Background: an optimization exercise with open tools, aiming at small area. Do not read the settings as production practice. The RTL was checked by simulation tests, not by an equivalence proof against the original design. No activity file was given, so power comes from the tool's default toggle rates.

run a:
==> flow/design.v <==
module obstacledodger
	(
		CLOCK_50,						 
		resetn,							 
		start_n,						 
		x,
		y,
		colour,
		plot
	);
	input			CLOCK_50;				 
	input			resetn;
	input			start_n;
	output	[7:0]	x;
	output	[6:0]	y;
	output	[2:0]	colour;
	output			plot;
	reg rst_d, ld_d;
	always @(posedge CLOCK_50) begin
		rst_d <= resetn;
		ld_d  <= ~start_n;
	end
	reg  [1:0] st;
	wire [1:0] st_n;
	assign st_n[0] = rst_d & ld_d & ~st[1];
	assign st_n[1] = rst_d & (st[1] | (st[0] & ~ld_d));
	always @(posedge CLOCK_50) st <= st_n;
	assign plot = ~st_n[0];
	wire draw   = ~st[0];
	wire setoff = st[1];
	localparam [14:0] T_END = 15'h7739;
	localparam [14:0] T_RST = 15'h363a;
	reg [14:0] pc, oc;
	wire pc_end = (pc == T_END);
	wire oc_end = (oc == T_END);
	wire tick_p = setoff & pc_end;
	wire tick_o = draw   & oc_end;
	wire [14:0] pc_step = pc_end ? 15'd0 : {pc[13:0], ~(pc[14] ^ pc[13])};
	wire [14:0] oc_step = oc_end ? 15'd0 : {oc[13:0], ~(oc[14] ^ oc[13])};
	always @(posedge CLOCK_50) begin
		if (!rst_d || !setoff)
			pc <= T_RST;
		else
			pc <= pc_step;
		if (!rst_d)
			oc <= T_RST;
		else if (draw)
			oc <= oc_step;
	end
	reg [4:0] cnt;
	always @(posedge CLOCK_50) begin
		if (!rst_d)
			cnt <= 5'd0;
		else if (draw)
			cnt <= cnt + 5'd1;
	end
	reg [6:0] ty;
	reg s, down, ocol;
	wire ozero = (ty == 7'd0) & down & ~ocol;    
	always @(posedge CLOCK_50) begin
		if (!rst_d) begin
			ty   <= 7'd0;
			s    <= 1'b1;
			down <= 1'b1;
			ocol <= 1'b0;
		end else if (tick_o) begin
			ocol <= ~ocol;
			if (!ozero)
				ty <= s ? ty + 7'd1 : ty - 7'd1;
			s <= down;
			if (ty >= 7'd104)
				down <= 1'b0;
			if (ty == 7'd0)
				down <= 1'b1;
		end
	end
	reg [7:0] tx;
	reg first, b;
	reg [1:0] wh;
	reg b_n;
	reg [1:0] wh_n;
	always @(*) begin
		b_n  = b;
		wh_n = wh;
		if (!rst_d) begin
			b_n  = 1'b1;
			wh_n = 2'd0;
		end else if (tick_p) begin
			if (b)
				b_n = 1'b0;
			else begin
				wh_n = wh + 2'd1;
				b_n  = (wh == 2'd1) ? ocol : 1'b1;
			end
		end
	end
	always @(posedge CLOCK_50) begin
		b  <= b_n;
		wh <= wh_n;
		if (!rst_d) begin
			tx    <= 8'd10;
			first <= 1'b1;
		end else if (tick_p) begin
			if (!first)
				tx <= tx + 8'd1;
			first <= 1'b0;
		end
	end
	assign colour = {1'b0, b_n & (wh_n != 2'd2), b_n & (wh_n == 2'd2)};
	wire pl = (wh == 2'd0);
	assign x = pl ? tx + {6'd0, cnt[1:0]} : 8'd60 + {7'd0, cnt[4]};
	assign y = pl ? 7'd58 + {5'd0, cnt[3:2]} : ty + {3'd0, cnt[3:0]};
endmodule
clock: 10.0 ns
lec_check: 0
cap_margin: 20
core_margin: 2
core_utilization: 40
cts_buf_list: sky130_fd_sc_hd__clkbuf_2 sky130_fd_sc_hd__clkbuf_4
cts_cluster_size: 30
slew_margin: 20
run.sh (not shown) runs the stock make flow with config.mk's settings and CLKGATE_MAP_FILE= SYNTH_SCRIPT=/design/flow/synth_recipe.tcl, a recipe that flattens the netlist after the stock synthesis.
Run a: done, clean on timing, DRC and antenna
#### Input delta (run b over run a)
Settings: CTS_CLUSTER_SIZE: 30 -> unset; CTS_BUF_LIST: sky130_fd_sc_hd__clkbuf_2 sky130_fd_sc_hd__clkbuf_4 -> unset.
### Flow results
Compared with run a, run b shows transition at the pin with the smallest max-transition slack lower by 0.0058 ns. Run b ended up with a higher met3 wire length than run a did. | global-route total usage across every layer | run a vs run b | ≈ equal |. Between run b and run a, the global-route wire length before repair figures differ only marginally. Going from run a to run b, register share of total power moved down, routed wire length moved up, final area moved up, internal power moved up. Comparing run a and run b, the higher sequential share of cell area was measured on run a. Worst slack at placement came out exactly the same in run a and run b.

-- afterwards: timing with drivers on the ports --
The results above use ideal ports. As a check the final layouts listed here were re-extracted and re-timed, cells and wires unchanged.
Step 1 (the two cells are an assumption about what drives the block):
set clk [get_ports {CLOCK_50}]
set_driving_cell -lib_cell sky130_fd_sc_hd__clkbuf_16 $clk
set_driving_cell -lib_cell sky130_fd_sc_hd__buf_2 [delete_from_list [all_inputs] $clk]
Step 2 adds t to the input delays and takes it off the output delays; t is the mean of the earliest and latest rising clock arrival at the registers after step 1. Input paths then give back, and output paths get back, about the clock's delay inside the block.
Slacks: ideal / step 1 / step 2; pairs: ideal / step 1.
| run | t, ns | setup slack, ns | worst setup path at the end |
|---|---|---|---|
| run a | 0.427 | 4.712 / 4.686 / 5.113 | register to output |
| run b | 0.365 | 4.798 / 4.771 / 5.136 | register to output |
After both steps every run listed still meets setup and hold.
